Background: an optimization exercise with open tools, aiming at small area. Do not read the settings as production practice. At most, simulation tests tie the RTL to the original design; equivalence was not proved. The RTL of run 7 was laid out without a check of its function. In every run shown here, the design's own scripts or RTL, not TritonCTS, make the clock network. No driver is modelled on the clock port, so clock power and skew are understated where the tree is cut down; a real chip needs a root buffer or a tree. No activity file was given, so power comes from the tool's default toggle rates.

==> flow/config.mk <==
export PLATFORM = sky130hd
export DESIGN_NAME = stopwatch
export DESIGN_NICKNAME = stopwatch
export VERILOG_FILES = /design/flow/design.v
export SDC_FILE = /design/flow/constraint.sdc
export NUM_CORES = 4
export LEC_CHECK = 0
export ABC_AREA = 1
export CAP_MARGIN = 0
export CORE_MARGIN = 2
export CORE_UTILIZATION = 75
export GPL_TIMING_DRIVEN = 0
export PLACE_DENSITY = 0.85
export SLEW_MARGIN = 0
==> flow/constraint.sdc <==
create_clock -name core_clock -period 5.0 [get_ports {CLOCK_50}]
set_input_delay 1.0000 -clock core_clock [delete_from_list [all_inputs] [get_ports {CLOCK_50}]]
set_output_delay 1.0000 -clock core_clock [all_outputs]
set_load 0.01 [all_outputs]
==> flow/design.v <==
module stopwatch(
    input            CLOCK_50,
    input      [3:0] KEY,
    input      [9:0] SW,
    output     [6:0] HEX0, HEX1, HEX2, HEX3
);
    function [4:0] digit_next;
        input [3:0] q;
        input en, rst;
        digit_next = {
            (~q[1] & q[2] & ~q[3] & en),
            ~((~q[1] & ~q[3]) | (~q[2] & en) | (rst) | (~q[3] & ~en)),
            (q[2] & ~en & ~rst) | (q[0] & en & ~rst) | (~q[2] & q[3] & en & ~rst),
            ~((~q[1] & ~en) | (q[2] & en) | (rst) | (q[0] & ~q[1])),
            (q[0] & ~en & ~rst) | (q[1] & en & ~rst)};
    endfunction
    function [6:0] seg;
        input [3:0] q;
        seg = {
            (~q[0] & q[1]) | (~q[1] & ~q[2] & ~q[3]),
            (q[1]),
            (~q[0] & q[1]) | (q[2]),
            (~q[0] & q[1]) | (q[0] & ~q[1] & q[2]),
            (q[0] & q[1] & ~q[2]),
            (~q[0] & q[3]),
            (~q[0] & q[1] & ~q[2]) | (q[0] & ~q[1] & q[2])};
    endfunction
    reg [2:0] ss_sync;
    reg [2:0] rst_sync;
    always @(posedge CLOCK_50) begin
        ss_sync  <= {ss_sync[1:0],  KEY[0]};
        rst_sync <= {rst_sync[1:0], KEY[1]};
    end
    wire ss  = ss_sync[1]  & ~ss_sync[2];
    wire rst = rst_sync[1] & ~rst_sync[2];
    reg running;
    always @(posedge CLOCK_50)
        running <= ~rst & (running ^ ss);
    reg [3:0] pre;
    wire [3:0] q = pre;
    wire run = running;
    wire tick = (q[0] & ~q[1] & q[3]);
    always @(posedge CLOCK_50)
        pre <= {~((~q[3] & ~run) | (q[3] & run) | (rst) | (q[0] & ~q[1] & q[3])), (q[2] & ~run & ~rst) | (~q[0] & run & ~rst), (q[1] & ~run & ~rst) | (q[2] & run & ~rst), (q[0] & ~q[3] & ~run & ~rst) | (q[1] & ~rst) | (q[2] & run & ~rst)};
    reg [3:0] d0, d1, d2, d3, d4, d5;
    wire [4:0] n0 = digit_next(d0, tick, rst);
    wire [4:0] n1 = digit_next(d1, n0[4], rst);
    wire [4:0] n2 = digit_next(d2, n1[4], rst);
    wire [4:0] n3 = digit_next(d3, n2[4], rst);
    wire [4:0] n4 = digit_next(d4, n3[4], rst);
    wire [4:0] n5 = digit_next(d5, n4[4], rst);
    always @(posedge CLOCK_50) begin
        d0 <= n0[3:0];
        d1 <= n1[3:0];
        d2 <= n2[3:0];
        d3 <= n3[3:0];
        d4 <= n4[3:0];
        d5 <= n5[3:0];
    end
    assign HEX3 = seg(SW[0] ? d5 : d3);
    assign HEX2 = seg(SW[0] ? d4 : d2);
    assign HEX1 = seg(SW[0] ? d3 : d1);
    assign HEX0 = seg(SW[0] ? d2 : d0);
endmodule
==> flow/flow/run.sh <==
#!/bin/bash
# Own layout flow: the standard ORFS flow with these changes.
#  2. Port buffers are sky130_fd_sc_hd__buf_1 (every port still gets a buffer).
#  3. Clock tree: flow/cts_pre.tcl replaces TritonCTS with two clkbuf_8
#     buffers, each driving the clock pins of one half of the flip-flops.
set -euo pipefail
W=$(pwd)
export BUFFER_PORTS_ARGS="-buffer_cell sky130_fd_sc_hd__buf_1"
export PRE_CTS_TCL="$W/flow/cts_pre.tcl"
export OWN_CLKBUF=sky130_fd_sc_hd__clkbuf_8
export OWN_CLKBUF_LEVELS=1
make -C "$FLOW_HOME" DESIGN_CONFIG="$W/config.mk" WORK_HOME="$W/orfs" CLKGATE_MAP_FILE= \
  SYNTH_SCRIPT="$W/flow/synth.tcl" ADDER_MAP_FILE= finish > "$W/orfs_make.log" 2>&1
R="$W/orfs/results/$FLOW_PLATFORM/stopwatch/base"
: # left out here: write the final layout as DEF
==> flow/flow/abc.script <==
strash
balance -l; resub -K 6 -l; rewrite -l; resub -K 6 -N 2 -l; refactor -l; resub -K 8 -l; balance -l; resub -K 8 -N 2 -l; rewrite -l; resub -K 10 -l; rewrite -z -l; resub -K 10 -N 2 -l; balance -l; resub -K 12 -l; refactor -z -l; resub -K 12 -N 2 -l; rewrite -z -l; balance -l
balance -l; resub -K 6 -l; rewrite -l; resub -K 6 -N 2 -l; refactor -l; resub -K 8 -l; balance -l; resub -K 8 -N 2 -l; rewrite -l; resub -K 10 -l; rewrite -z -l; resub -K 10 -N 2 -l; balance -l; resub -K 12 -l; refactor -z -l; resub -K 12 -N 2 -l; rewrite -z -l; balance -l
dch -f
amap
topo
==> flow/flow/cts_pre.tcl <==
set ::own_clkbuf_cell sky130_fd_sc_hd__clkbuf_4
set ::own_clkbuf_levels 2
if {[info exists ::env(OWN_CLKBUF)]} { set ::own_clkbuf_cell $::env(OWN_CLKBUF) }
if {[info exists ::env(OWN_CLKBUF_LEVELS)]} { set ::own_clkbuf_levels $::env(OWN_CLKBUF_LEVELS) }

proc own_bisect {items level} {
  if {$level == 0 || [llength $items] < 2} { return [list $items] }
  set axis [expr {$level % 2}]
  set s [lsort -integer -index $axis $items]
  set h [expr {[llength $s] / 2}]
  return [concat [own_bisect [lrange $s 0 [expr {$h - 1}]] [expr {$level - 1}]] \
                 [own_bisect [lrange $s $h end] [expr {$level - 1}]]]
}

proc clock_tree_synthesis {args} {
  set db [ord::get_db]
  set block [ord::get_db_block]
  set master [$db findMaster $::own_clkbuf_cell]
  set clk_net [[[$block findBTerm CLOCK_50] getNet] getName]
  set clk_net [$block findNet $clk_net]
  set keyed {}
  foreach it [$clk_net getITerms] {
    if {[$it isInputSignal]} {
      set box [[$it getInst] getBBox]
      lappend keyed [list [expr {([$box xMin] + [$box xMax]) / 2}] \
                          [expr {([$box yMin] + [$box yMax]) / 2}] $it]
    }
  }
  set g 0
  foreach grp [own_bisect $keyed $::own_clkbuf_levels] {
    set sx 0; set sy 0
    foreach k $grp { incr sx [lindex $k 0]; incr sy [lindex $k 1] }
    set cx [expr {$sx / [llength $grp]}]
    set cy [expr {$sy / [llength $grp]}]
    set net [odb::dbNet_create $block "clknet_own_$g"]
    $net setSigType CLOCK
    set inst [odb::dbInst_create $block $master "clkbuf_own_$g"]
    $inst setLocation $cx $cy
    $inst setPlacementStatus PLACED
    [$inst findITerm A] connect $clk_net
    [$inst findITerm X] connect $net
    foreach k $grp {
      set it [lindex $k 2]
      $it disconnect
      $it connect $net
    }
    incr g
  }
  puts "own clock tree: $g x $::own_clkbuf_cell for [llength $keyed] flip-flops"
  set_propagated_clock [all_clocks]
}
==> flow/flow/synth.tcl <==
set abc_script_own [file join [file dirname [file normalize [info script]]] abc.script]
proc synth {args} { yosys synth -nofsm -noshare {*}$args }
proc abc {args} {
  set i [lsearch -exact $args -script]
  if {$i >= 0} { set args [lreplace $args $i [expr {$i + 1}] -script $::abc_script_own] }
  set j [lsearch -exact $args -D]
  if {$j >= 0} { set args [lreplace $args $j [expr {$j + 1}]] }
  yosys abc {*}$args
}
source $::env(SCRIPTS_DIR)/synth.tcl
# left out here: clear keep_hierarchy, flatten, clean up, hide names made inside functions, write 1_2_yosys.v
==> flow/standard.sh <==
#!/bin/bash
# synth_recipe.tcl (not shown) runs the flow's synth.tcl, then flattens the netlist and writes it again
# the make line also repeats each setting of config.mk as NAME=value (left out here)
make -C /OpenROAD-flow-scripts/flow DESIGN_CONFIG=/design/flow/config.mk WORK_HOME=/design/flow/orfs CLKGATE_MAP_FILE= SYNTH_SCRIPT=/design/flow/synth_recipe.tcl "${@:-finish}"
==> flow_summary_export.csv, run 1 <==
group,metric,value,unit
run_status,status,"no timing/DRC/antenna violations",
clocking,clkTransAtPathRegs,0.10,ns
synth,synth.area.top_cells,"dfxtp_1 (47%), nor2_1 (8.3%), o22ai_1 (6.7%)",
setup_path,r2r_cells,16,
pwr,powerDensity,347,nW/um^2
layout,antenna_cells,0,
min_path,holdPathEnd,"rst_sync[1]",
synth,synth.avg_cell_area,7.89,um^2
synth,synth-seq-cells,35,
pwr,p_switching,0.189,mW
layout,drive_gt1_share,2.26,%
placement,dpl.hpwl,2460,um
pwr,p_sw_share,32.4,%
sta,rsz0062_at_grt,"false",
clocking,clk_latency,0.16,ns
clocking,holdBufCountCts,0,
min_path,hp-class,"reg2reg",
pwr,leakage,0.582,nW
pwr,clock_power_share,18.3,%
job,maxCapViolCount,0,
synth,synthesis.nets,203,
pwr,pwr-share-seq,57.9,%
setup_path,path_max_fanout,17,
sta,post-route-period-util,90.9,%
floorplanning,fp.dieH,48.5,um
setup_path,crit_type,"in2out",
sta,clock.fmax,220,MHz
synth,synth_top_area_share,47.2,%
sta,tightest_slew,0.940,ns
sta,slew_headroom,37.1,%
floorplanning,rows,16,
synth,synthDistinctLibCells,20,
pwr,total_power,0.581,mW
drt,antenna_left,0,
drt,via_per_inst,6.35,
setup_path,critPathLaunchType,"input pin",
sta,maxSlewViolCount,0,
drt,routed_wl,3700,um
drt,dr.pass1.iters,4,
synth,netlist_area,1480,um^2
sta,holdWs,0.337,ns
setup_path,required,4.00,ns
pwr,p_comb_share,23.8,%
layout,syn_to_final_growth,13.0,%
setup_path,r2r_slack,0.56,ns
setup_path,r2r_start,"pre[3]",
layout,multi_input_area,708,um^2
grt,grt_usage,30.6,%
placement,placed_cell_area,1630,um^2
placement,portBuffers,31,
grt,grt_pass1_vias,1450,
floorplanning,start_util,77.2,%
placement,gp_congestion,0.783,
drt,avgRoutedWirePerCell,14.9,um
synth,ys.warnings.count,1,
setup_path,reg2reg_to,"d5[2]",
grt,grt-ovfl-total,0,
grt,grt_max_degree,24,
layout,fillerInstances,116,
setup_path,cp-end-kind,"primary output",
min_path,worstHoldPathCells,0,
sta,period_needed,4.54,ns
pwr,internal_power,0.393,mW
drt,vias,1575,
sta,tns,0,ns
sta,setup_viol,0,
drt,first_iter_violations,44,
sta,finClkSkew,0.00248,ns
synth,synth-seq-area-share,47.2,%
min_path,min_from,"rst_sync[0]",
floorplanning,die_w,48.5,um
sta,finalHoldViolCount,0,
layout,final_area,1680,um^2
setup_path,worstPathArrival,3.54,ns
synth,syn_inst,188,
layout,seqCellArea,701,um^2
synth,yosysTopAreaCell,"dfxtp_1",
floorplanning,core_area,1920,um^2
floorplanning,io_pins,43,
pwr,ir_drop,334,uV
floorplanning,dieArea,2350,um^2
grt,grt_pass1_wl,5900,um
layout,fin_nets,238,
grt,antenna_found_initial,0,
drt,drc,0,
-- logic make-up after synthesis --
| logic type | count (synthesis) | share of synthesized area, % |
|---|---|---|
| compound gates | 64 | 27.9 |
| buf+inv | 24 | 6.07 |
| flops | 35 | 47.2 |
| simple gates | 65 | 18.8 |
-- Yosys cell counts --
library cell  count
o22a_1            4
a221oi_1          5
a22oi_1           4
dfxtp_1          35
o32ai_1           2
nor2b_1           2
clkinv_1         24
nand3_1           8
a2111oi_0         1
a211oi_1          3
nor4_1            3
a21oi_1          13
o21ai_0          13
nor3_1            6
or2_0             2
a32oi_1           1
a31o_1            2
nor2_1           33
o22ai_1          16
nand2_1          11
-- flip-flops by register name, indices dropped and copies added, names as in the netlist --
register and count:
d0 4, d1 4, d2 4, d3 4
d4 4, d5 4, pre 4, rst_sync 3
running 1, ss_sync 3
-- critical path, cell delays in order --
cell and delay [ns]:
buf_1 0.56, clkinv_1 0.64, o22a_1 0.41, o21ai_0 0.40, clkinv_1 0.16, o22ai_1 0.18
buf_1 0.19
-- repair_timing --
item / in CTS / in global routing
setup endpoints to repair: 0 / 7
buffers inserted: 0 / 0
resized for setup: 0 / 2
-- cell usage in the layout (no fill, tap or decap), drive strengths merged --
master   count
a211oi       3
nand3        8
or2          2
o21ai       13
clkinv      24
nor3         6
nor2b        2
nor2        33
dfxtp       35
o32ai        2
a221oi       5
nor4         3
a31o         2
nand2       11
a32oi        1
buf         31
clkbuf       2
o22ai       16
a22oi        4
a2111oi      1
o22a         4
a21oi       13
-- worst max-delay path by stage --
stage / startpoint / to / slack (ns) / depth (start not counted)
after floorplan: pre[3] / d5[2] / 1.14 / 16
after global placement: pre[0] / d5[2] / 0.54 / 16
after detailed placement: pre[0] / d5[2] / 0.26 / 16
after CTS: pre[3] / d5[2] / 0.11 / 16
after global routing: pre[3] / d5[1] / 0.17 / 16
final: SW[0] / HEX3[3] / 0.46 / 7
-- power groups by stage --
stage	clock network (mW)	logic, mW	registers (mW)
2_1_floorplan	0	0.0946	0.333
3_3_place_gp	0	0.121	0.338
3_5_place_dp	0	0.133	0.340
4_1_cts	0.105	0.134	0.334
5_1_grt	0.112	0.152	0.340
6_report	0.106	0.138	0.336
-- cell type report --
type / count / area share, %
multi-input combinational: 129 / 42.2
sequential: 35 / 41.8
timing repair buffer: 31 / 6.94
inverter: 24 / 5.37
tap: 27 / 2.01
buffer: 2 / 1.64
-- metrics by stage --
| step | std cells | utilization [%] | setup slack (ns) |
|---|---|---|---|
| final | 248 | 87.2 | 0.456 |
| after global routing | 248 | 87.2 | 0.170 |
| after CTS | 248 | 86.5 | 0.113 |
| after detailed placement | 246 | 85.0 | 0.263 |
| after global placement | 246 | 85.0 | 0.541 |
| after floorplan | 188 | - | 1.14 |
-- per-layer routing --
layer / share of wire, % / track usage, % / wire length, um
met3: 7.0 / 1.54 / 258
met2: 50 / 56.3 / 1860
met4: 3.2 / 15.7 / 119
met5: 0 / 0 / 0
met1: 39 / 36.3 / 1460
==> inputs of run 2 (changes only) <==
--- a/flow/config.mk
+++ b/flow/config.mk
@@ -10,5 +10,4 @@
 export CORE_MARGIN = 2
-export CORE_UTILIZATION = 75
+export CORE_UTILIZATION = 60
 export GPL_TIMING_DRIVEN = 0
-export PLACE_DENSITY = 0.85
 export SLEW_MARGIN = 0
==> run 2 against run 1 <==
  * Fmax up 5.2%
  * Largest cell class unchanged
  * Combinational power down 4%
  * Hold slack worse by 0.00050 ns
  * Wire length down 14%
  * Synthesized area unchanged
  * First-iteration DRC count up 32%
  * Die area up 23%
==> flow_summary_export.csv, run 2 <==
group,metric,value,unit
floorplanning,start_util,61.6,%
layout,layout_commonest_cell,"dfxtp_1",
pwr,p_switching,0.178,mW
setup_path,worstPathArrival,3.32,ns
floorplanning,io_pins,43,
setup_path,required,4.00,ns
layout,syn_to_final_growth,13.2,%
synth,synth.avg_cell_area,7.89,um^2
pwr,ir_drop,349,uV
floorplanning,die_w,53.7,um
synth,synth_top_area_share,47.2,%
sta,finClkSkew,0.00380,ns
drt,dr_wl_met3,156,um
drt,via_per_inst,5.87,
layout,final_cell_mix,"dfxtp_1 (35), nor2_1 (33), buf_1 (31)",
setup_path,crit_type,"in2out",
clocking,clkTransAtPathRegs,0.10,ns
synth,synthesis.nets,203,
synth,synth-seq-area-share,47.2,%
setup_path,cp_top_family,"buffers and inverters",
grt,grt_usage,21.5,%
synth,synth_ff_type,"dfxtp_1",
setup_path,crit_chain,"buf_1, clkinv_1, o22a_1, o21ai_0, clkinv_1, o22ai_1, buf_1",
grt,grt_pass1_wl,4830,um
grt,grt_max_degree,24,
pwr,leakage,0.582,nW
drt,drc,0,
grt,antenna_found_initial,0,
synth,synth-seq-cells,35,
placement,gp_congestion,0.798,
clocking,cts_resized,0,
grt,grt-ovfl-total,0,
setup_path,slowest_delay,0.60,ns
floorplanning,core_area,2410,um^2
sta,finalHoldViolCount,0,
clocking,postCtsSetupBuffers,0,
setup_path,crit_slowest_cell,"clkinv_1",
run_status,status,"no timing/DRC/antenna violations",
setup_path,critPathBufInv,4,
synth,synth.most_common_cell,"dfxtp_1",
setup_path,critPathLaunchType,"input pin",
sta,maxSlewViolCount,0,
drt,wl_met1,1460,um
synth,netlist_area,1480,um^2
sta,tns,0,ns
pwr,p_comb_share,23.3,%
pwr,p_sw_share,31.2,%
placement,dpl.hpwl,2380,um
pwr,internal_power,0.392,mW
floorplanning,fp.dieH,53.7,um
floorplanning,rows,18,
sta,post-route-period-util,86.4,%
floorplanning,dieArea,2890,um^2
synth,yosysTopAreaCell,"dfxtp_1",
sta,setup_viol,0,
drt,first_iter_violations,58,
synth,synthDistinctLibCells,20,
sta,period_needed,4.32,ns
job,maxCapViolCount,0,
sta,slew_headroom,39.8,%
synth,synth-edff-count,0,
sta,clock.fmax,231,MHz
pwr,clock_power_share,17.9,%
layout,fin_nets,238,
setup_path,cp-end-kind,"primary output",
drt,met2_length,1540,um
pwr,pwr-share-seq,58.8,%
drt,dr.pass1.iters,4,
setup_path,path_max_fanout,17,
drt,antenna_left,0,
synth,ys.warnings.count,1,
drt,vias,1473,
synth,ys_async_sr_fraction,0,%
sta,rsz0062_at_grt,"false",
pwr,powerDensity,339,nW/um^2
layout,final_util,69.7,%
synth,syn_inst,188,
layout,drive_gt1_share,2.26,%
placement,portBuffers,31,
clocking,holdBufCountCts,0,
min_path,hp-class,"reg2reg",
drt,routed_wl,3180,um
drt,top_layer,"met4",
sta,tightest_slew,0.899,ns
grt,grt_pass1_vias,1148,
drt,avgRoutedWirePerCell,12.7,um
layout,antenna_cells,0,
clocking,clk_latency,0.16,ns
synth,synth.area.top_cells,"dfxtp_1 (47%), nor2_1 (8.3%), o22ai_1 (6.7%)",
synth,yosys-top-cells-count,"dfxtp_1 (35), nor2_1 (33), clkinv_1 (24)",
==> run 2: cell counts after synthesis <==
Identical to the previous run, type by type.
==> run 2: power by group through the flow <==
stage          clock network [mW]  logic [mW]  registers [mW]
2_1_floorplan                   0      0.0946           0.333
3_3_place_gp                    0       0.122           0.338
3_5_place_dp                    0       0.130           0.339
4_1_cts                     0.105       0.131           0.334
5_1_grt                     0.114       0.149           0.339
6_report                    0.102       0.133           0.335
==> run 2: worst paths after layout <==
kind	start	to	slack, ns	depth (start not counted)
worst min register to register	rst_sync[0]	rst_sync[1]	0.34	0
worst min-delay path	rst_sync[0]	rst_sync[1]	0.34	0
worst max register to register	pre[3]	d5[3]	0.69	16
worst max-delay path	SW[0]	HEX3[3]	0.68	7
==> run 2: final cells by class <==
type	instances	area, um^2
timing repair buffer	31	116
inverter	24	90.1
tap	30	37.5
sequential	35	701
multi-input combinational	129	708
buffer	2	27.5
fill	214	729
==> run 2: per-stage QoR <==
| step | instances | hold slack [ns] | power, mW | cell area (um^2) | setup WS [ns] |
|---|---|---|---|---|---|
| after floorplan | 188 | 0.310 | 0.427 | 1480 | 1.14 |
| after global placement | 249 | 0.311 | 0.460 | 1640 | 0.466 |
| after detailed placement | 249 | 0.312 | 0.470 | 1640 | 0.266 |
| after CTS | 251 | 0.337 | 0.570 | 1670 | 0.214 |
| after global routing | 251 | 0.343 | 0.601 | 1680 | 0.00343 |
| final | 251 | 0.337 | 0.570 | 1680 | 0.680 |
==> run 2: worst register-to-register path: stages (launching register included) <==
cell and delay (ns):
dfxtp_1 0.36, nand2_1 0.07, nor2_1 0.34, clkinv_1 0.19
nor4_2 0.50, clkinv_1 0.24, nor4_2 0.52, clkinv_1 0.24
nor4_1 0.42, clkinv_1 0.23, nor2_1 0.26, nand2_1 0.17
nor2_1 0.19, nand2_1 0.11, clkinv_1 0.11, nand3_1 0.10
a22oi_1 0.18
==> run 2: cells by family after synthesis <==
logic type	synth area share [%]
AO/OA/AOI/OAI	27.9
buffers and inverters	6.07
flip-flops	47.2
AND/OR/NAND/NOR	18.8
==> run 2: metal layers <==
metal  GRT usage [%]  vias up
li1                -      755
met1            30.1      671
met2            38.4       45
met3           0.833        2
met4            1.28        0
met5               0        -
==> inputs of run 3 (changes only) <==
--- a/flow/config.mk
+++ b/flow/config.mk
@@ -10,4 +10,5 @@
 export CORE_MARGIN = 2
-export CORE_UTILIZATION = 60
+export CORE_UTILIZATION = 40
 export GPL_TIMING_DRIVEN = 0
+export SETUP_SLACK_MARGIN = -1.0
 export SLEW_MARGIN = 0
==> run 3 against run 2 <==
  * Combinational power shrank 4%
  * Sequential power is essentially flat
  * Register-to-register slack lost 0.40 ns
  * Largest power group unchanged
  * Sequential share of layout area shrank 0.25 points
  * Fmax shrank 8.3%
  * Total power shrank 0.20%
==> flow_summary_export.csv, run 3 <==
group,metric,value,unit
run_status,status,"no timing/DRC/antenna violations",
clocking,clk_latency,0.16,ns
drt,via_per_inst,5.25,
floorplanning,fp.dieH,64.9,um
setup_path,worstPathArrival,4.80,ns
synth,synth.area.top_cells,"dfxtp_1 (47%), nor2_1 (8.3%), o22ai_1 (6.7%)",
grt,grt_pass1_vias,1132,
synth,synth-seq-cells,35,
synth,yosys-top-cells-count,"dfxtp_1 (35), nor2_1 (33), clkinv_1 (24)",
setup_path,r2r_slack,0.29,ns
synth,ys_async_sr_fraction,0,%
floorplanning,dieArea,4210,um^2
placement,dpl.hpwl,2240,um
layout,layout_commonest_cell,"dfxtp_1",
sta,maxSlewViolCount,0,
grt,grt_usage,14.3,%
setup_path,r2r_cells,16,
layout,syn_to_final_growth,13.9,%
setup_path,path_max_fanout,8,
setup_path,reg2reg_to,"d5[3]",
setup_path,crit_chain,"nand2_1, nor2_1, clkinv_1, nor4_1, clkinv_1, nor4_1, clkinv_1, nor4_1, clkinv_1, nor2_1, nand2_1, nor2_1, nand2_1, clkinv_1, nand3_1, a22oi_1",
layout,drive_gt1_share,1.36,%
floorplanning,start_util,41.2,%
pwr,powerDensity,337,nW/um^2
sta,setup_viol,0,
clocking,holdBufCountCts,0,
drt,drc,0,
sta,finClkSkew,0.00673,ns
synth,synth_ff_type,"dfxtp_1",
drt,vias,1413,
setup_path,critPathLaunchType,"flop",
synth,synth.most_common_cell,"dfxtp_1",
synth,synthesis.nets,203,
synth,ys.warnings.count,1,
setup_path,crit_slowest_cell,"nor4_1",
setup_path,required,5.10,ns
synth,synth-seq-area-share,47.2,%
floorplanning,io_pins,43,
setup_path,crit_path_end,"d5[3]",
clocking,cts_resized,0,
drt,routed_wl,3080,um
drt,dr.pass1.iters,4,
placement,post-place-ws,0.255,ns
grt,grt-ovfl-total,0,
sta,tightest_slew,0.926,ns
placement,portBuffers,31,
drt,avgRoutedWirePerCell,11.4,um
drt,first_iter_violations,55,
setup_path,critPathMostFrequentCell,"clkinv_1",
synth,netlist_area,1480,um^2
job,maxCapViolCount,0,
sta,tns,0,ns
pwr,total_power,0.569,mW
clocking,clkTransAtPathRegs,0.11,ns
setup_path,crit_start,"pre[0]",
synth,synth.avg_cell_area,7.89,um^2
synth,yosysTopAreaCell,"dfxtp_1",
setup_path,cp-end-kind,"flop",
drt,antenna_left,0,
sta,finalHoldViolCount,0,
synth,synthDistinctLibCells,20,
sta,clock.fmax,212,MHz
sta,slew_headroom,38.0,%
clocking,postCtsSetupBuffers,0,
layout,final_cell_mix,"dfxtp_1 (35), nor2_1 (33), buf_1 (31)",
floorplanning,rows,22,
pwr,leakage,0.582,nW
placement,gp_congestion,0.775,
pwr,ir_drop,95.3,uV
layout,antenna_cells,0,
sta,period_needed,4.71,ns
sta,layout_setup_ws,0.292,ns
setup_path,crit_type,"reg2reg",
setup_path,slowest_delay,0.70,ns
layout,final_util,46.9,%
setup_path,r2r_start,"pre[0]",
floorplanning,die_w,64.9,um
grt,grt_pass1_wl,5050,um
synth,synth-edff-count,0,
synth,syn_inst,188,
sta,post-route-period-util,94.2,%
floorplanning,core_area,3610,um^2
layout,fin_nets,238,
grt,grt_max_degree,24,
min_path,hp-class,"reg2reg",
synth,synth_top_area_share,47.2,%
grt,antenna_found_initial,0,
run 3: layer usage:
layer  routed length (um)  share of wire [%]  vias up  track usage (%)
li1                     -                  -      756                -
met1                 1650                 53      632             22.2
met2                 1290                 42       22             22.6
met3                  110                3.6        3            0.694
met4                   31                1.0        0             1.33
met5                    0                  0        -                0
run 3: worst min path at each step:
| stage | start | depth (start not counted) | to |
|---|---|---|---|
| CTS | ss_sync[0] | 0 | ss_sync[1] |
| global placement | rst_sync[0] | 0 | rst_sync[1] |
| global route | ss_sync[0] | 0 | ss_sync[1] |
| finish | ss_sync[0] | 0 | ss_sync[1] |
| floorplan | rst_sync[0] | 0 | rst_sync[1] |
| detailed placement | ss_sync[0] | 0 | ss_sync[1] |
run 3: cells by family (layout without fill, tap and decap cells):
group	Yosys count	after routing	share of synthesized area, %
AO/OA/AOI/OAI	64	64	27.9
buffers and inverters	24	57	6.07
flip-flops	35	35	47.2
AND/OR/NAND/NOR	65	65	18.8
run 3: layout make-up:
class                   count  area (um^2)
well taps                  48         60.1
repair buffers             31          116
inverters                  24         90.1
multi-input cells         129          696
fillers                   385         1920
plain buffers               2         27.5
flip-flops and latches     35          701
run 3: report_power, final:
| group | internal (mW) | total (mW) | switching, mW |
|---|---|---|---|
| Clock | 0.0373 | 0.107 | 0.0697 |
| Sequential | 0.308 | 0.334 | 0.0263 |
| Combinational | 0.0469 | 0.128 | 0.0809 |
run 3: critical path: cells and delay by family, from the launching register on:
kind / cells / cell delay [ns]
simple gates: 10 / 3.05
buf+inv: 5 / 1.06
flops: 1 / 0.37
compound gates: 1 / 0.16
run 3: through the flow:
step                instance area (um^2)  hold slack (ns)  std cells
global route                        1690            0.352        269
global placement                    1660            0.310        267
CTS                                 1690            0.340        269
finish                              1690            0.337        269
detailed placement                  1660            0.314        267
floorplan                           1480            0.310        188
==> inputs of run 4 (changes only) <==
--- a/flow/design.v
+++ b/flow/design.v
@@ -10,7 +10,7 @@
         digit_next = {
-            (~q[1] & q[2] & ~q[3] & en),
-            ~((~q[1] & ~q[3]) | (~q[2] & en) | (rst) | (~q[3] & ~en)),
-            (q[2] & ~en & ~rst) | (q[0] & en & ~rst) | (~q[2] & q[3] & en & ~rst),
-            ~((~q[1] & ~en) | (q[2] & en) | (rst) | (q[0] & ~q[1])),
-            (q[0] & ~en & ~rst) | (q[1] & en & ~rst)};
+            (~q[0] & ~q[2] & q[3] & en),
+            ~((~q[3] & ~en) | (~q[0] & ~q[1] & en) | (rst)),
+            ~((~q[2] & ~en) | (~q[0] & ~q[2]) | (rst) | (q[1] & q[3] & en)),
+            (q[1] & ~en & ~rst) | (~q[3] & en & ~rst),
+            ~((q[2] & en) | (rst) | (~q[0] & ~en) | (~q[0] & ~q[1]))};
     endfunction
@@ -19,9 +19,9 @@
         seg = {
-            (~q[0] & q[1]) | (~q[1] & ~q[2] & ~q[3]),
-            (q[1]),
-            (~q[0] & q[1]) | (q[2]),
-            (~q[0] & q[1]) | (q[0] & ~q[1] & q[2]),
-            (q[0] & q[1] & ~q[2]),
-            (~q[0] & q[3]),
-            (~q[0] & q[1] & ~q[2]) | (q[0] & ~q[1] & q[2])};
+            (~q[2] & ~q[3]) | (q[1] & ~q[3]),
+            (q[0] & ~q[2]) | (q[1] & ~q[3]),
+            (q[1] & ~q[3]) | (~q[1] & q[3]),
+            (q[0] & q[2]) | (q[1] & ~q[3]),
+            (q[0] & q[1]),
+            (~q[0] & ~q[1] & q[2]),
+            (q[0] & q[2]) | (q[1] & ~q[2] & ~q[3])};
     endfunction
==> run 4 against run 3 <==
  * Still clean
  * Synthesized area decreased by 0.25%
  * Clock skew decreased by 0.0015 ns
  * Sequential share of layout area decreased by 0.27 points
  * Flip-flop and latch count unchanged
  * Combinational power decreased by 6%
  * Sequential power about the same
  * Worst setup slack improved by 0.66 ns
  * Register-to-register slack improved by 0.91 ns
  * Die area decreased by 0.25%
  * Synthesized cell count decreased by 1.1%
  * Global-route usage increased by 1.1 points
  * Largest power group unchanged
==> flow_summary_export.csv, run 4 <==
group,metric,value,unit
run_status,status,"no timing/DRC/antenna violations",
sta,finClkSkew,0.00520,ns
grt,grt_pass1_wl,5440,um
placement,portBuffers,31,
drt,vias,1360,
layout,drive_gt1_share,1.82,%
synth,synthDistinctLibCells,19,
setup_path,reg2reg_to,"d5[0]",
layout,antenna_cells,0,
sta,finalHoldViolCount,0,
placement,dpl.hpwl,2240,um
setup_path,r2r_slack,1.20,ns
grt,grt_pass1_vias,1267,
floorplanning,die_w,64.8,um
pwr,clock_power_share,18.9,%
min_path,min_from,"ss_sync[0]",
drt,routed_wl,2930,um
synth,synth.area.top_cells,"dfxtp_1 (47%), o22ai_1 (6.8%), nor2_1 (6.6%)",
pwr,pwr-share-seq,59.6,%
floorplanning,dieArea,4200,um^2
drt,drc,0,
clocking,postCtsSetupBuffers,0,
setup_path,path_max_fanout,17,
layout,final_util,47.2,%
setup_path,required,4.00,ns
min_path,holdPathEnd,"ss_sync[1]",
synth,ys.warnings.count,1,
floorplanning,core_area,3610,um^2
synth,yosys-top-cells-count,"dfxtp_1 (35), nor2_1 (26), clkinv_1 (23)",
placement,gp_congestion,0.769,
sta,clock.fmax,247,MHz
pwr,internal_power,0.394,mW
synth,synth-edff-count,0,
setup_path,r2r_start,"pre[0]",
synth,synth.avg_cell_area,7.96,um^2
synth,synth_top_area_share,47.3,%
setup_path,r2r_cells,18,
sta,tightest_slew,0.687,ns
job,maxCapViolCount,0,
synth,synth-seq-cells,35,
pwr,ir_drop,160,uV
clocking,clkTransAtPathRegs,0.10,ns
setup_path,crit_type,"in2out",
setup_path,critPathLaunchType,"input pin",
clocking,clk_latency,0.16,ns
sta,slew_headroom,54.2,%
synth,yosysTopAreaCell,"dfxtp_1",
floorplanning,fp.dieH,64.8,um
synth,synth.most_common_cell,"dfxtp_1",
synth,syn_inst,186,
grt,grt_max_degree,19,
pwr,leakage,0.573,nW
floorplanning,rows,22,
grt,grtUsageMet1,21.7,%
layout,layout_commonest_cell,"dfxtp_1",
synth,synthesis.nets,201,
grt,grt_usage,15.4,%
layout,syn_to_final_growth,15.0,%
layout,fin_nets,237,
grt,grt-ovfl-total,0,
sta,setup_viol,0,
drt,via_per_inst,5.07,
synth,netlist_area,1480,um^2
pwr,p_comb_share,21.5,%
min_path,worstHoldPathCells,0,
setup_path,cp-end-kind,"primary output",
grt,antenna_found_initial,0,
pwr,powerDensity,328,nW/um^2
clocking,cts_resized,0,
drt,dr.pass1.iters,4,
drt,first_iter_violations,45,
grt,use_met3,0.868,%
floorplanning,io_pins,43,
pwr,p_sw_share,29.3,%
grt,met2_usage,26.9,%
layout,final_cell_mix,"dfxtp_1 (35), buf_1 (31), nor2_1 (26)",
clocking,holdBufCountCts,0,
synth,synth_ff_type,"dfxtp_1",
pwr,p_switching,0.164,mW
sta,maxSlewViolCount,0,
synth,ys_async_sr_fraction,0,%
floorplanning,start_util,41.0,%
sta,rsz0062_at_grt,"false",
drt,avgRoutedWirePerCell,10.9,um
sta,period_needed,4.05,ns
sta,post-route-period-util,80.9,%
synth,synth-seq-area-share,47.3,%
drt,antenna_left,0,
grt,grt-busiest-layer,"met2",
min_path,hp-class,"reg2reg",
sta,tns,0,ns
setup_path,worstPathArrival,3.05,ns
## run 4: worst max-delay path by stage
| stage | start | end | slack [ns] | cells past startpoint |
|---|---|---|---|---|
| after floorplan | pre[3] | d5[0] | 1.90 | 18 |
| after global placement | SW[0] | HEX2[5] | 0.97 | 6 |
| after detailed placement | SW[0] | HEX1[5] | 0.97 | 6 |
| after CTS | SW[0] | HEX1[5] | 0.96 | 6 |
| after global routing | SW[0] | HEX1[5] | 0.61 | 6 |
| final | SW[0] | HEX1[5] | 0.95 | 6 |
## run 4: layout make-up
| cell class | instances | area, um^2 |
|---|---|---|
| inverters | 23 | 86.3 |
| fillers | 362 | 1900 |
| flip-flops and latches | 35 | 701 |
| multi-input cells | 128 | 696 |
| well taps | 48 | 60.1 |
| repair buffers | 32 | 131 |
| plain buffers | 2 | 27.5 |
## run 4: power groups by stage
stage               logic, mW  registers [mW]  clock network, mW
floorplan              0.0886           0.333                  0
detailed placement      0.121           0.338                  0
finish                  0.120           0.332              0.105
global placement        0.120           0.338                  0
CTS                     0.122           0.332              0.112
global route            0.139           0.338              0.122
## run 4: per-layer routing
| metal | routed length [um] | vias up |
|---|---|---|
| met3 | 153 | 3 |
| met1 | 1490 | 586 |
| met2 | 1260 | 30 |
| li1 | - | 741 |
| met4 | 36 | 0 |
| met5 | 0 | - |
## run 4: stage by stage
stage | instances | instance area, um^2 | power, mW | hold WS [ns] | setup WS (ns)
2_1_floorplan | 186 | 1480 | 0.422 | 0.310 | 1.90
5_1_grt | 268 | 1700 | 0.599 | 0.353 | 0.605
4_1_cts | 268 | 1700 | 0.565 | 0.340 | 0.963
3_3_place_gp | 265 | 1660 | 0.458 | 0.310 | 0.970
3_5_place_dp | 266 | 1670 | 0.460 | 0.314 | 0.969
6_report | 268 | 1700 | 0.557 | 0.336 | 0.954
## run 4: logic make-up (layout without fill, tap and decap cells)
| family | after synthesis | count (layout) | synth area share (%) |
|---|---|---|---|
| AO/OA/AOI/OAI | 59 | 59 | 26.1 |
| flip-flops | 35 | 35 | 47.3 |
| buffers and inverters | 23 | 57 | 5.83 |
| AND/OR/NAND/NOR | 69 | 69 | 20.7 |
## run 4: critical path: stages
cell      delay [ns]
buf_1           0.51
clkinv_1        0.59
o22ai_1         0.44
or2_0           0.25
o21ai_0         0.11
buf_1           0.14
==> inputs of run 5 (changes only) <==
--- a/flow/design.v
+++ b/flow/design.v
@@ -10,7 +10,7 @@
         digit_next = {
-            (~q[0] & ~q[2] & q[3] & en),
-            ~((~q[3] & ~en) | (~q[0] & ~q[1] & en) | (rst)),
-            ~((~q[2] & ~en) | (~q[0] & ~q[2]) | (rst) | (q[1] & q[3] & en)),
-            (q[1] & ~en & ~rst) | (~q[3] & en & ~rst),
-            ~((q[2] & en) | (rst) | (~q[0] & ~en) | (~q[0] & ~q[1]))};
+            (q[2] & ~q[3] & en),
+            ~((~q[3] & ~en) | (q[1] & ~q[3]) | (rst) | (q[2] & en)),
+            (~q[0] & ~q[2] & en & ~rst) | (q[2] & ~en & ~rst),
+            (q[1] & ~en & ~rst) | (q[3] & en & ~rst),
+            (q[0] & ~en & ~rst) | (q[0] & ~q[3] & ~rst) | (~q[1] & q[3] & en & ~rst)};
     endfunction
@@ -19,9 +19,9 @@
         seg = {
-            (~q[2] & ~q[3]) | (q[1] & ~q[3]),
-            (q[0] & ~q[2]) | (q[1] & ~q[3]),
-            (q[1] & ~q[3]) | (~q[1] & q[3]),
-            (q[0] & q[2]) | (q[1] & ~q[3]),
-            (q[0] & q[1]),
-            (~q[0] & ~q[1] & q[2]),
-            (q[0] & q[2]) | (q[1] & ~q[2] & ~q[3])};
+            (~q[0] & ~q[1] & ~q[2]) | (q[2] & q[3]),
+            (q[0] & ~q[3]) | (q[2] & q[3]),
+            ~((~q[0] & ~q[2]) | (q[1] & ~q[3])),
+            (~q[1] & q[3]) | (q[1] & q[2]),
+            (q[0] & q[1] & ~q[3]),
+            (q[1] & ~q[2] & q[3]),
+            (~q[1] & q[3])};
     endfunction
==> run 5 against run 4 <==
  * Utilization shrank 0.80 points
  * Via count grew 4.0%
  * Combinational power shrank 6%
  * First-iteration DRC count grew 100%
  * Flip-flop and latch count is the same
  * Die area shrank 0.71%
  * Largest power group unchanged
==> flow_summary_export.csv, run 5 <==
group,metric,value,unit
pwr,powerDensity,328,nW/um^2
drt,vias,1415,
clocking,postCtsSetupBuffers,0,
sta,rsz0062_at_grt,"false",
grt,antenna_found_initial,0,
placement,gp_congestion,0.767,
layout,fillerInstances,378,
synth,yosys-top-cells-count,"nor2_1 (60), dfxtp_1 (35), o22ai_1 (24)",
setup_path,required,4.00,ns
clocking,clk_latency,0.16,ns
layout,final_area,1670,um^2
sta,finalHoldViolCount,0,
drt,dr.pass1.iters,4,
drt,via_per_inst,5.07,
synth,yosys.area_share.xor_xnor,0,%
setup_path,crit_start,"SW[0]",
clocking,clkTransAtPathRegs,0.10,ns
placement,post-place-ws,0.769,ns
drt,avgRoutedWirePerCell,10.7,um
synth,synth_fa_ha_area_share,0,%
drt,antenna_left,0,
floorplanning,core_area,3610,um^2
run_status,status,"no timing/DRC/antenna violations",
floorplanning,rows,22,
synth,syn_inst,198,
placement,dpl.hpwl,2190,um
sta,clock.fmax,235,MHz
pwr,ir_drop,129,uV
grt,grt_pass1_vias,1157,
clocking,holdBufCountCts,0,
setup_path,slowest_delay,0.59,ns
synth,synthDistinctLibCells,15,
setup_path,critPathLaunchType,"input pin",
setup_path,crit_slowest_cell,"clkinv_1",
synth,synth.avg_cell_area,7.42,um^2
sta,tightest_slew,0.815,ns
sta,period_needed,4.25,ns
setup_path,cp-end-kind,"primary output",
pwr,leakage,0.630,nW
sta,maxSlewViolCount,0,
floorplanning,die_w,64.6,um
synth,synth_ff_type,"dfxtp_1",
drt,routed_wl,2990,um
sta,layout_setup_ws,0.752,ns
sta,holdWs,0.336,ns
floorplanning,start_util,40.7,%
sta,finClkSkew,0.00823,ns
synth,muxShareOfSynthArea,0,%
grt,grt-ovfl-total,0,
job,maxCapViolCount,0,
synth,synth.area.top_cells,"dfxtp_1 (48%), nor2_1 (15%), o22ai_1 (10%)",
floorplanning,dieArea,4170,um^2
synth,yosysTopAreaCell,"dfxtp_1",
min_path,hp-class,"reg2reg",
placement,portBuffers,31,
synth,synthesis.nets,213,
grt,grt_usage,13.4,%
setup_path,r2r_start,"pre[0]",
synth,synth-seq-cells,35,
sta,slew_headroom,45.6,%
sta,post-route-period-util,85.0,%
layout,final_cell_mix,"nor2_1 (60), dfxtp_1 (35), buf_1 (31)",
drt,first_iter_violations,91,
setup_path,crit_type,"in2out",
grt,grt_pass1_wl,4750,um
synth,synth-seq-area-share,47.7,%
synth,synth-edff-count,0,
layout,fin_nets,248,
synth,synth_top_area_share,47.7,%
synth,ys_async_sr_fraction,0,%
layout,syn_to_final_growth,13.9,%
setup_path,crit_chain,"buf_1, clkinv_1, o22ai_1, clkinv_1, nor3_1, buf_1",
min_path,min_from,"ss_sync[0]",
sta,tns,0,ns
sta,setup_viol,0,
layout,layout_commonest_cell,"nor2_1",
layout,final_util,46.4,%
synth,synth.most_common_cell,"nor2_1",
floorplanning,io_pins,43,
floorplanning,fp.dieH,64.6,um
placement,placed_cell_area,1650,um^2
layout,drive_gt1_share,0.866,%
synth,synth_top_family_by_area,"compound AO/OA/AOI/OAI gates",
synth,synth_compound_area_share,24.0,%
synth,synth_simple_gate_area_share,22.7,%
placement,place_inst,277,
synth,ys.warnings.count,1,
synth,netlist_area,1470,um^2
drt,drc,0,
grt,grt_max_degree,19,
setup_path,path_max_fanout,17,
layout,antenna_cells,0,
pwr,total_power,0.548,mW
layout,fin_cells,279,
setup_path,worstPathArrival,3.25,ns
clocking,cts_resized,0,
[run 5: path summary, 6_finish.rpt]
check,cells past startpoint,end,slack (ns)
worst max-delay path,6,HEX3[2],0.75
worst min-delay path,0,ss_sync[1],0.34
worst max register to register,13,d5[0],1.75
worst min register to register,0,ss_sync[1],0.34
[run 5: logic make-up after synthesis]
family | count (synthesis)
AO/OA/AOI/OAI | 60
buffers and inverters | 22
flip-flops | 35
AND/OR/NAND/NOR | 81
[run 5: worst max-delay path: cells and delay by family]
| kind | cells | cell delay, ns |
|---|---|---|
| and+or+nand+nor | 1 | 0.21 |
| buffers and inverters | 4 | 1.47 |
| AOI/OAI and AO/OA | 1 | 0.56 |
[run 5: area by class of cell]
type / count / area, um^2 / area share (%)
inverter: 22 / 82.6 / 4.94
multi-input combinational: 141 / 686 / 41.0
sequential: 35 / 701 / 41.9
buffer: 2 / 27.5 / 1.65
tap: 48 / 60.1 / 3.59
timing repair buffer: 31 / 116 / 6.96
[run 5: metal layers]
layer | global-route usage [%] | wire length (um) | vias up
li1 | - | - | 765
met1 | 18.0 | 1470 | 619
met5 | 0 | 0 | -
met2 | 24.1 | 1350 | 29
met4 | 2.66 | 27 | 0
met3 | 0.694 | 134 | 2
[run 5: power by group]
group	total (mW)	internal (mW)	switching (mW)
sequential	0.331	0.308	0.0228
clock	0.104	0.0372	0.0672
combinational	0.113	0.0421	0.0708
==> inputs of run 6 (changes only) <==
--- a/flow/design.v
+++ b/flow/design.v
@@ -10,7 +10,7 @@
         digit_next = {
-            (q[2] & ~q[3] & en),
-            ~((~q[3] & ~en) | (q[1] & ~q[3]) | (rst) | (q[2] & en)),
-            (~q[0] & ~q[2] & en & ~rst) | (q[2] & ~en & ~rst),
-            (q[1] & ~en & ~rst) | (q[3] & en & ~rst),
-            (q[0] & ~en & ~rst) | (q[0] & ~q[3] & ~rst) | (~q[1] & q[3] & en & ~rst)};
+            (~q[1] & q[2] & ~q[3] & en),
+            ~((~q[1] & ~q[3]) | (~q[2] & en) | (rst) | (~q[3] & ~en)),
+            (q[2] & ~en & ~rst) | (q[0] & en & ~rst) | (~q[2] & q[3] & en & ~rst),
+            ~((~q[1] & ~en) | (q[2] & en) | (rst) | (q[0] & ~q[1])),
+            (q[0] & ~en & ~rst) | (q[1] & en & ~rst)};
     endfunction
@@ -19,9 +19,9 @@
         seg = {
-            (~q[0] & ~q[1] & ~q[2]) | (q[2] & q[3]),
-            (q[0] & ~q[3]) | (q[2] & q[3]),
-            ~((~q[0] & ~q[2]) | (q[1] & ~q[3])),
-            (~q[1] & q[3]) | (q[1] & q[2]),
-            (q[0] & q[1] & ~q[3]),
-            (q[1] & ~q[2] & q[3]),
-            (~q[1] & q[3])};
+            (~q[0] & q[1]) | (~q[1] & ~q[2] & ~q[3]),
+            (q[1]),
+            (~q[0] & q[1]) | (q[2]),
+            (~q[0] & q[1]) | (q[0] & ~q[1] & q[2]),
+            (q[0] & q[1] & ~q[2]),
+            (~q[0] & q[3]),
+            (~q[0] & q[1] & ~q[2]) | (q[0] & ~q[1] & q[2])};
     endfunction
==> flow/flow/abc01.script (new file) <==
strash
balance; rewrite; refactor; balance; rewrite; rewrite -z; balance; refactor -z; rewrite -z; balance
balance -l; resub -K 6 -l; rewrite -l; resub -K 6 -N 2 -l; refactor -l; resub -K 8 -l; balance -l; resub -K 8 -N 2 -l; rewrite -l; resub -K 10 -l; rewrite -z -l; resub -K 10 -N 2 -l; balance -l; resub -K 12 -l; refactor -z -l; resub -K 12 -N 2 -l; rewrite -z -l; balance -l
balance; rewrite; refactor; balance; rewrite; rewrite -z; balance; refactor -z; rewrite -z; balance
balance -l; resub -K 6 -l; rewrite -l; resub -K 6 -N 2 -l; refactor -l; resub -K 8 -l; balance -l; resub -K 8 -N 2 -l; rewrite -l; resub -K 10 -l; rewrite -z -l; resub -K 10 -N 2 -l; balance -l; resub -K 12 -l; refactor -z -l; resub -K 12 -N 2 -l; rewrite -z -l; balance -l
dch -f
amap
topo
==> flow/flow/abc02.script (new file) <==
strash
balance -l; resub -K 6 -l; rewrite -l; resub -K 6 -N 2 -l; refactor -l; resub -K 8 -l; balance -l; resub -K 8 -N 2 -l; rewrite -l; resub -K 10 -l; rewrite -z -l; resub -K 10 -N 2 -l; balance -l; resub -K 12 -l; refactor -z -l; resub -K 12 -N 2 -l; rewrite -z -l; balance -l
balance -l; resub -K 6 -l; rewrite -l; resub -K 6 -N 2 -l; refactor -l; resub -K 8 -l; balance -l; resub -K 8 -N 2 -l; rewrite -l; resub -K 10 -l; rewrite -z -l; resub -K 10 -N 2 -l; balance -l; resub -K 12 -l; refactor -z -l; resub -K 12 -N 2 -l; rewrite -z -l; balance -l
dch -f
amap
topo
==> flow/flow/abc03.script (new file) <==
strash
fraig
balance -l; resub -K 6 -l; rewrite -l; resub -K 6 -N 2 -l; refactor -l; resub -K 8 -l; balance -l; resub -K 8 -N 2 -l; rewrite -l; resub -K 10 -l; rewrite -z -l; resub -K 10 -N 2 -l; balance -l; resub -K 12 -l; refactor -z -l; resub -K 12 -N 2 -l; rewrite -z -l; balance -l
balance -l; resub -K 6 -l; rewrite -l; resub -K 6 -N 2 -l; refactor -l; resub -K 8 -l; balance -l; resub -K 8 -N 2 -l; rewrite -l; resub -K 10 -l; rewrite -z -l; resub -K 10 -N 2 -l; balance -l; resub -K 12 -l; refactor -z -l; resub -K 12 -N 2 -l; rewrite -z -l; balance -l
dch -f
amap -m
topo
==> flow/flow/abc04.script (new file) <==
strash
balance -l; resub -K 6 -l; rewrite -l; resub -K 6 -N 2 -l; refactor -l; resub -K 8 -l; balance -l; resub -K 8 -N 2 -l; rewrite -l; resub -K 10 -l; rewrite -z -l; resub -K 10 -N 2 -l; balance -l; resub -K 12 -l; refactor -z -l; resub -K 12 -N 2 -l; rewrite -z -l; balance -l
balance -l; resub -K 6 -l; rewrite -l; resub -K 6 -N 2 -l; refactor -l; resub -K 8 -l; balance -l; resub -K 8 -N 2 -l; rewrite -l; resub -K 10 -l; rewrite -z -l; resub -K 10 -N 2 -l; balance -l; resub -K 12 -l; refactor -z -l; resub -K 12 -N 2 -l; rewrite -z -l; balance -l
balance -l; resub -K 6 -l; rewrite -l; resub -K 6 -N 2 -l; refactor -l; resub -K 8 -l; balance -l; resub -K 8 -N 2 -l; rewrite -l; resub -K 10 -l; rewrite -z -l; resub -K 10 -N 2 -l; balance -l; resub -K 12 -l; refactor -z -l; resub -K 12 -N 2 -l; rewrite -z -l; balance -l
balance -l; resub -K 6 -l; rewrite -l; resub -K 6 -N 2 -l; refactor -l; resub -K 8 -l; balance -l; resub -K 8 -N 2 -l; rewrite -l; resub -K 10 -l; rewrite -z -l; resub -K 10 -N 2 -l; balance -l; resub -K 12 -l; refactor -z -l; resub -K 12 -N 2 -l; rewrite -z -l; balance -l
dch -f
amap
topo
==> flow/flow/abc05.script (new file) <==
strash
balance -l; resub -K 6 -l; rewrite -l; resub -K 6 -N 2 -l; refactor -l; resub -K 8 -l; balance -l; resub -K 8 -N 2 -l; rewrite -l; resub -K 10 -l; rewrite -z -l; resub -K 10 -N 2 -l; balance -l; resub -K 12 -l; refactor -z -l; resub -K 12 -N 2 -l; rewrite -z -l; balance -l
&get -n
&dch -f
&nf -R 1000
&put
topo
==> flow/flow/abc06.script (new file) <==
strash
balance; rewrite; refactor; balance; rewrite; rewrite -z; balance; refactor -z; rewrite -z; balance
balance -l; resub -K 6 -l; rewrite -l; resub -K 6 -N 2 -l; refactor -l; resub -K 8 -l; balance -l; resub -K 8 -N 2 -l; rewrite -l; resub -K 10 -l; rewrite -z -l; resub -K 10 -N 2 -l; balance -l; resub -K 12 -l; refactor -z -l; resub -K 12 -N 2 -l; rewrite -z -l; balance -l
balance; rewrite; refactor; balance; rewrite; rewrite -z; balance; refactor -z; rewrite -z; balance
balance -l; resub -K 6 -l; rewrite -l; resub -K 6 -N 2 -l; refactor -l; resub -K 8 -l; balance -l; resub -K 8 -N 2 -l; rewrite -l; resub -K 10 -l; rewrite -z -l; resub -K 10 -N 2 -l; balance -l; resub -K 12 -l; refactor -z -l; resub -K 12 -N 2 -l; rewrite -z -l; balance -l
dch -f
amap
mfs -a -W 6
strash
dch -f
amap
topo
==> flow/flow/abc07.script (new file) <==
strash
dch
map -a
topo
==> flow/flow/abc08.script (new file) <==
strash
balance; rewrite; refactor; balance; rewrite; rewrite -z; balance; refactor -z; rewrite -z; balance
balance -l; resub -K 6 -l; rewrite -l; resub -K 6 -N 2 -l; refactor -l; resub -K 8 -l; balance -l; resub -K 8 -N 2 -l; rewrite -l; resub -K 10 -l; rewrite -z -l; resub -K 10 -N 2 -l; balance -l; resub -K 12 -l; refactor -z -l; resub -K 12 -N 2 -l; rewrite -z -l; balance -l
balance; rewrite; refactor; balance; rewrite; rewrite -z; balance; refactor -z; rewrite -z; balance
balance -l; resub -K 6 -l; rewrite -l; resub -K 6 -N 2 -l; refactor -l; resub -K 8 -l; balance -l; resub -K 8 -N 2 -l; rewrite -l; resub -K 10 -l; rewrite -z -l; resub -K 10 -N 2 -l; balance -l; resub -K 12 -l; refactor -z -l; resub -K 12 -N 2 -l; rewrite -z -l; balance -l
&get -n
&dch -f
&nf -R 1000 -F 8 -A 4 -p
&put
topo
==> flow/flow/abc09.script (new file) <==
strash
balance -l; resub -K 6 -l; rewrite -l; resub -K 6 -N 2 -l; refactor -l; resub -K 8 -l; balance -l; resub -K 8 -N 2 -l; rewrite -l; resub -K 10 -l; rewrite -z -l; resub -K 10 -N 2 -l; balance -l; resub -K 12 -l; refactor -z -l; resub -K 12 -N 2 -l; rewrite -z -l; balance -l
balance -l; resub -K 6 -l; rewrite -l; resub -K 6 -N 2 -l; refactor -l; resub -K 8 -l; balance -l; resub -K 8 -N 2 -l; rewrite -l; resub -K 10 -l; rewrite -z -l; resub -K 10 -N 2 -l; balance -l; resub -K 12 -l; refactor -z -l; resub -K 12 -N 2 -l; rewrite -z -l; balance -l
dch -f
amap
strash
dch -f
amap
topo
==> flow/flow/abc10.script (new file) <==
strash
balance -l; resub -K 6 -l; rewrite -l; resub -K 6 -N 2 -l; refactor -l; resub -K 8 -l; balance -l; resub -K 8 -N 2 -l; rewrite -l; resub -K 10 -l; rewrite -z -l; resub -K 10 -N 2 -l; balance -l; resub -K 12 -l; refactor -z -l; resub -K 12 -N 2 -l; rewrite -z -l; balance -l
balance -l; resub -K 6 -l; rewrite -l; resub -K 6 -N 2 -l; refactor -l; resub -K 8 -l; balance -l; resub -K 8 -N 2 -l; rewrite -l; resub -K 10 -l; rewrite -z -l; resub -K 10 -N 2 -l; balance -l; resub -K 12 -l; refactor -z -l; resub -K 12 -N 2 -l; rewrite -z -l; balance -l
amap
topo
==> flow/flow/synth.tcl (replaced) <==
set abc_scripts_own [lsort [glob [file join [file dirname [file normalize [info script]]] abc*.script]]]
proc synth {args} { yosys synth -nofsm -noshare {*}$args }
proc abc {args} {
  set j [lsearch -exact $args -D]
  if {$j >= 0} { set args [lreplace $args $j [expr {$j + 1}]] }
  set k [lsearch -exact $args -liberty]
  set lib [lindex $args [expr {$k + 1}]]
  set i [lsearch -exact $args -script]
  yosys design -save own_pre_abc
  set best ""
  set best_area 1e18
  foreach s $::abc_scripts_own {
    yosys design -load own_pre_abc
    yosys abc {*}[lreplace $args $i [expr {$i + 1}] -script $s]
    yosys opt_clean
    set st [yosys tee -q -s result.string stat -liberty $lib]
    regexp {Chip area for module[^:]*: ([0-9.]+)} $st -> area
    puts "own abc: $s area $area"
    if {$area < $best_area} {
      set best_area $area
      set best $s
      yosys design -save own_best_abc
    }
  }
  puts "own abc: kept $best area $best_area"
  yosys design -load own_best_abc
}
source $::env(SCRIPTS_DIR)/synth.tcl
# left out here: clear keep_hierarchy, flatten, clean up, hide names made inside functions, write 1_2_yosys.v
removed: flow/flow/abc.script
==> run 6 against run 5 <==
  * Still clean
  * Combinational power rose by 9.7%
  * Clock skew barely moved
  * Synthesized cell count fell by 4.5%
  * Flip-flop and latch count did not move
  * Utilization rose by 2.8 points
  * Largest cell class unchanged
  * Largest power group unchanged
  * Highest routed layer unchanged
==> flow_summary_export.csv, run 6 <==
group,metric,value,unit
synth,ys.warnings.count,1,
grt,grt_usage,15.8,%
drt,avgRoutedWirePerCell,11.9,um
setup_path,crit_type,"in2out",
sta,finClkSkew,0.00825,ns
sta,maxSlewViolCount,0,
layout,fillerInstances,335,
pwr,leakage,0.590,nW
sta,holdWs,0.338,ns
grt,antenna_found_initial,0,
pwr,p_switching,0.167,mW
grt,grt_max_degree,19,
placement,gp_congestion,0.828,
synth,yosys-top-cells-count,"dfxtp_1 (35), nor2_1 (30), nand2_1 (24)",
synth,synth.avg_cell_area,7.73,um^2
floorplanning,start_util,42.7,%
sta,tns,0,ns
synth,synthesis.nets,204,
layout,seqCellArea,701,um^2
sta,finalHoldViolCount,0,
setup_path,cp_top_family,"buffers and inverters",
synth,synth_ff_type,"dfxtp_1",
drt,antenna_left,0,
sta,post-route-period-util,86.8,%
sta,slew_headroom,51.5,%
sta,clock.fmax,230,MHz
floorplanning,dieArea,4150,um^2
setup_path,path_max_fanout,18,
floorplanning,fp.dieH,64.4,um
setup_path,worstPathArrival,3.34,ns
clocking,postCtsSetupBuffers,0,
pwr,ir_drop,128,uV
setup_path,crit_chain,"buf_1, clkinv_1, o22ai_1, clkinv_1, or3_1, o21ai_0, buf_1",
setup_path,required,4.00,ns
pwr,internal_power,0.388,mW
placement,dpl.hpwl,2430,um
layout,fin_nets,240,
pwr,p_comb_share,22.3,%
job,maxCapViolCount,0,
clocking,cts_resized,0,
setup_path,slowest_delay,0.57,ns
grt,grt-ovfl-total,0,
setup_path,critPathLaunchType,"input pin",
setup_path,r2r_start,"pre[1]",
synth,synthDistinctLibCells,19,
clocking,clkTransAtPathRegs,0.11,ns
sta,tightest_slew,0.728,ns
setup_path,crit_start,"SW[0]",
placement,place_inst,267,
floorplanning,core_area,3420,um^2
synth,ys_async_sr_fraction,0,%
sta,rsz0062_at_grt,"false",
layout,layout_commonest_cell,"dfxtp_1",
clocking,holdBufCountCts,0,
setup_path,cp-end-kind,"primary output",
placement,portBuffers,31,
synth,synth-seq-area-share,48.0,%
run_status,status,"no timing/DRC/antenna violations",
layout,syn_to_final_growth,15.0,%
sta,setup_viol,0,
synth,synth-seq-cells,35,
clocking,clk_latency,0.16,ns
setup_path,critPathBufInv,4,
drt,first_iter_violations,37,
placement,placed_cell_area,1650,um^2
grt,grt_pass1_vias,1296,
floorplanning,io_pins,43,
synth,synth.most_common_cell,"dfxtp_1",
min_path,min_from,"ss_sync[0]",
synth,netlist_area,1460,um^2
layout,final_cell_mix,"dfxtp_1 (35), buf_1 (31), nor2_1 (30)",
layout,antenna_cells,0,
drt,vias,1440,
setup_path,crit_slowest_cell,"clkinv_1",
grt,grt_pass1_wl,5580,um
synth,yosysTopAreaCell,"dfxtp_1",
sta,period_needed,4.34,ns
synth,syn_inst,189,
layout,final_area,1680,um^2
pwr,powerDensity,330,nW/um^2
layout,fin_cells,269,
floorplanning,rows,21,
pwr,p_sw_share,30.1,%
synth,synth-edff-count,0,
layout,multi_input_area,694,um^2
drt,routed_wl,3200,um
drt,via_per_inst,5.35,
synth,synth.area.top_cells,"dfxtp_1 (48%), nor2_1 (7.7%), o22ai_1 (6.9%)",
min_path,hp-class,"reg2reg",
pwr,clock_power_share,18.9,%
drt,drc,0,
synth,synth_top_area_share,48.0,%
drt,dr.pass1.iters,5,
floorplanning,die_w,64.4,um
pwr,pwr-share-seq,58.7,%
layout,drive_gt1_share,1.79,%
-- run 6: area by class of cell --
class | count | area share [%]
repair buffers | 32 | 7.82
plain buffers | 2 | 1.64
well taps | 46 | 3.43
inverters | 18 | 4.02
flip-flops and latches | 35 | 41.7
multi-input cells | 136 | 41.4
-- run 6: cell families after synthesis --
kind of cell | share of synthesized area, %
and+or+nand+nor | 23.7
DFF | 48.0
AOI/OAI and AO/OA | 23.7
buffers and inverters | 4.63
-- run 6: worst register-to-register path: cells and delay by family (launching register included) --
family / cells / cell delay (ns)
DFF: 1 / 0.31
buffers and inverters: 1 / 0.06
AOI/OAI and AO/OA: 1 / 0.20
and+or+nand+nor: 12 / 2.54
-- run 6: path summary, 6_finish.rpt --
kind / slack [ns] / to / cells past startpoint
min: 0.34 / ss_sync[1] / 0
max: 0.66 / HEX2[0] / 7
max reg2reg: 1.85 / d5[3] / 14
min reg2reg: 0.34 / ss_sync[1] / 0
-- run 6: power groups by stage --
stage	sequential (mW)	combinational, mW	clock (mW)
5_1_grt	0.330	0.141	0.119
2_1_floorplan	0.328	0.0878	0
3_3_place_gp	0.331	0.118	0
4_1_cts	0.326	0.125	0.108
6_report	0.326	0.124	0.105
3_5_place_dp	0.332	0.124	0
-- run 6: layer usage --
| metal | track usage, % | vias to the layer above | wire length (um) |
|---|---|---|---|
| met4 | 2.13 | 0 | 51 |
| met2 | 28.6 | 55 | 1510 |
| met3 | 1.04 | 5 | 207 |
| li1 | - | 736 | - |
| met5 | 0 | - | 0 |
| met1 | 21.1 | 644 | 1430 |
-- run 6: per-stage QoR --
stage                     power (mW)  setup slack, ns  utilization [%]
after floorplan                0.415             1.81                -
after global placement         0.450            0.774             47.8
after detailed placement       0.456            0.672             48.4
after CTS                      0.559            0.670             49.2
after global routing           0.590            0.354             49.2
final                          0.554            0.659             49.2
==> inputs of run 7 (changes only) <==
--- a/flow/design.v
+++ b/flow/design.v
@@ -10,7 +10,7 @@
         digit_next = {
-            (~q[1] & q[2] & ~q[3] & en),
-            ~((~q[1] & ~q[3]) | (~q[2] & en) | (rst) | (~q[3] & ~en)),
-            (q[2] & ~en & ~rst) | (q[0] & en & ~rst) | (~q[2] & q[3] & en & ~rst),
-            ~((~q[1] & ~en) | (q[2] & en) | (rst) | (q[0] & ~q[1])),
-            (q[0] & ~en & ~rst) | (q[1] & en & ~rst)};
+            (q[0] & q[2] & en),
+            (~q[1] & ~q[3] & en & ~rst) | (q[3] & ~en & ~rst),
+            (q[2] & ~en & ~rst) | (q[3] & en & ~rst),
+            ~((~q[1] & ~en) | (~q[0] & ~q[2] & ~q[3] & en) | (rst) | (~q[1] & q[3]) | (q[0] & q[2] & en)),
+            (q[0] & ~en & ~rst) | (~q[0] & en & ~rst)};
     endfunction
@@ -19,9 +19,9 @@
         seg = {
-            (~q[0] & q[1]) | (~q[1] & ~q[2] & ~q[3]),
-            (q[1]),
-            (~q[0] & q[1]) | (q[2]),
-            (~q[0] & q[1]) | (q[0] & ~q[1] & q[2]),
-            (q[0] & q[1] & ~q[2]),
-            (~q[0] & q[3]),
-            (~q[0] & q[1] & ~q[2]) | (q[0] & ~q[1] & q[2])};
+            (~q[1] & ~q[2]),
+            ~((~q[0] & ~q[2]) | (q[1] & ~q[3])),
+            (q[0]) | (q[1] & q[2]),
+            (q[0] & ~q[1]) | (~q[0] & q[1] & q[2]),
+            (~q[1] & q[2]),
+            (q[1] & ~q[2] & ~q[3]),
+            (~q[1] & q[3]) | (~q[0] & q[1] & q[2])};
     endfunction
==> run 7 against run 6 <==
  * Sequential share of layout area up 0.19 points
  * Synthesized area decreased by 0.51%
  * Total power rose by 1.0%
  * Final cell count is 3.0% lower
  * Fmax increased by 3.6%
  * Combinational power decreased by 5%
  * Final area is 0.45% lower
  * Critical endpoint is now HEX2[3]
  * Highest routed layer unchanged
==> flow_summary_export.csv, run 7 <==
group,metric,value,unit
run_status,status,"no timing/DRC/antenna violations",
drt,first_iter_violations,69,
placement,gp_congestion,0.836,
layout,drive_gt1_share,1.86,%
clocking,clk_latency,0.16,ns
grt,use_met3,0.880,%
layout,antenna_cells,0,
setup_path,cp-end-kind,"primary output",
sta,finalHoldViolCount,0,
sta,rsz0062_at_grt,"false",
clocking,postCtsSetupBuffers,0,
synth,synth.area.top_cells,"dfxtp_1 (48%), nor2_1 (8.0%), a211oi_1 (7.2%)",
grt,antenna_found_initial,0,
setup_path,r2r_start,"pre[3]",
layout,final_util,48.9,%
sta,period_needed,4.19,ns
layout,fillerInstances,340,
synth,syn_inst,181,
setup_path,path_max_fanout,17,
sta,tightest_slew,0.729,ns
synth,ys_async_sr_fraction,0,%
drt,routed_wl,3290,um
grt,grtUsageMet1,19.4,%
sta,tns,0,ns
grt,grt_max_degree,19,
grt,grt-ovfl-total,0,
layout,final_cell_mix,"dfxtp_1 (35), nor2_1 (31), buf_1 (31)",
layout,syn_to_final_growth,15.1,%
floorplanning,dieArea,4130,um^2
synth,ys.warnings.count,1,
floorplanning,fp.dieH,64.3,um
synth,synth.avg_cell_area,8.03,um^2
grt,grt_pass1_vias,1298,
synth,yosys-top-cells-count,"dfxtp_1 (35), nor2_1 (31), clkinv_1 (22)",
layout,fin_cells,261,
pwr,leakage,0.584,nW
placement,dpl.hpwl,2500,um
synth,synth_ff_type,"dfxtp_1",
drt,drc,0,
synth,synth_top_area_share,48.2,%
grt,grt_pass1_wl,5380,um
pwr,powerDensity,335,nW/um^2
sta,post-route-period-util,83.8,%
drt,via_per_inst,5.45,
setup_path,worstPathArrival,3.19,ns
layout,final_area,1670,um^2
synth,synth.most_common_cell,"dfxtp_1",
synth,yosysTopAreaCell,"dfxtp_1",
setup_path,crit_type,"in2out",
synth,synth-seq-cells,35,
drt,vias,1422,
grt,grt_usage,15.6,%
setup_path,required,4.00,ns
clocking,clkTransAtPathRegs,0.10,ns
floorplanning,rows,21,
synth,synthesis.nets,196,
clocking,cts_resized,0,
placement,portBuffers,31,
synth,synth-seq-area-share,48.2,%
floorplanning,start_util,42.5,%
job,maxCapViolCount,0,
sta,maxSlewViolCount,0,
layout,layout_commonest_cell,"dfxtp_1",
pwr,total_power,0.560,mW
synth,synthDistinctLibCells,14,
floorplanning,die_w,64.3,um
floorplanning,io_pins,43,
sta,setup_viol,0,
placement,place_inst,259,
placement,placed_cell_area,1640,um^2
setup_path,crit_start,"SW[0]",
min_path,min_from,"rst_sync[0]",
drt,avgRoutedWirePerCell,12.6,um
drt,dr.pass1.iters,4,
synth,synth-edff-count,0,
clocking,holdBufCountCts,0,
min_path,hp-class,"reg2reg",
floorplanning,core_area,3420,um^2
grt,met2_usage,29.7,%
grt,grt-busiest-layer,"met2",
drt,antenna_left,0,
setup_path,critPathLaunchType,"input pin",
pwr,ir_drop,197,uV
sta,layout_setup_ws,0.809,ns
layout,fin_nets,232,
placement,post-place-ws,0.885,ns
sta,clock.fmax,239,MHz
sta,slew_headroom,51.4,%
sta,holdWs,0.338,ns
sta,finClkSkew,0.00310,ns
synth,netlist_area,1450,um^2
==> run 7: changes by cell type in the layout (fill, tap and decap cells not counted), sizes merged, moves of 3 or more <==
cell | previous run | this run
a211oi | 5 | 14
a221oi | 4 | 0
nor2b | 5 | 2
and3 | 0 | 4
nand2 | 24 | 8
a311oi | 0 | 6
o21ai | 12 | 18
a22oi | 2 | 5
clkinv | 18 | 22
a21oi | 13 | 8
nor3 | 10 | 7
==> run 7: logic make-up after synthesis <==
family,Yosys count,share of synthesized area (%)
AOI/OAI and AO/OA,67,29.3
buffers and inverters,22,5.68
DFF,35,48.2
and+or+nand+nor,57,16.8
==> run 7: layout make-up <==
class	instances	area [um^2]	area share, %
buffer	2	27.5	1.65
inverter	22	82.6	4.94
multi-input combinational	124	672	40.2
sequential	35	701	41.9
timing repair buffer	32	131	7.86
tap	46	57.6	3.44
==> run 7: worst max-delay path: stages <==
cell and delay (ns):
buf_1 0.54, clkinv_1 0.61, o22ai_1 0.41, clkinv_1 0.23
o21ai_0 0.23, buf_1 0.17
==> run 7: per-layer routing <==
layer	wire length, um	vias to the layer above
li1	-	728
met1	1540	658
met2	1580	31
met3	115	5
met4	52	0
met5	0	-
==> run 7: worst paths after layout <==
path | to | slack [ns] | depth (start not counted)
setup / recovery | HEX2[3] | 0.81 | 6
hold / removal | rst_sync[1] | 0.34 | 0
setup reg to reg | d5[1] | 2.13 | 14
hold reg to reg | rst_sync[1] | 0.34 | 0
==> run 7: where the power goes <==
part / switching (mW) / internal (mW) / leakage [nW]
Combinational: 0.0743 / 0.0442 / 0.283
Sequential: 0.0228 / 0.311 / 0.287
Clock: 0.0705 / 0.0373 / 0.0144
Total: 0.168 / 0.393 / 0.584

Setup slack of run 7, layout unchanged: 0.809 ns with ideal ports, 0.780 ns with driving cells assumed (clock clkbuf_16, inputs buf_2), 0.780 ns with port delays also shifted by the 0.196 ns mid clock arrival.
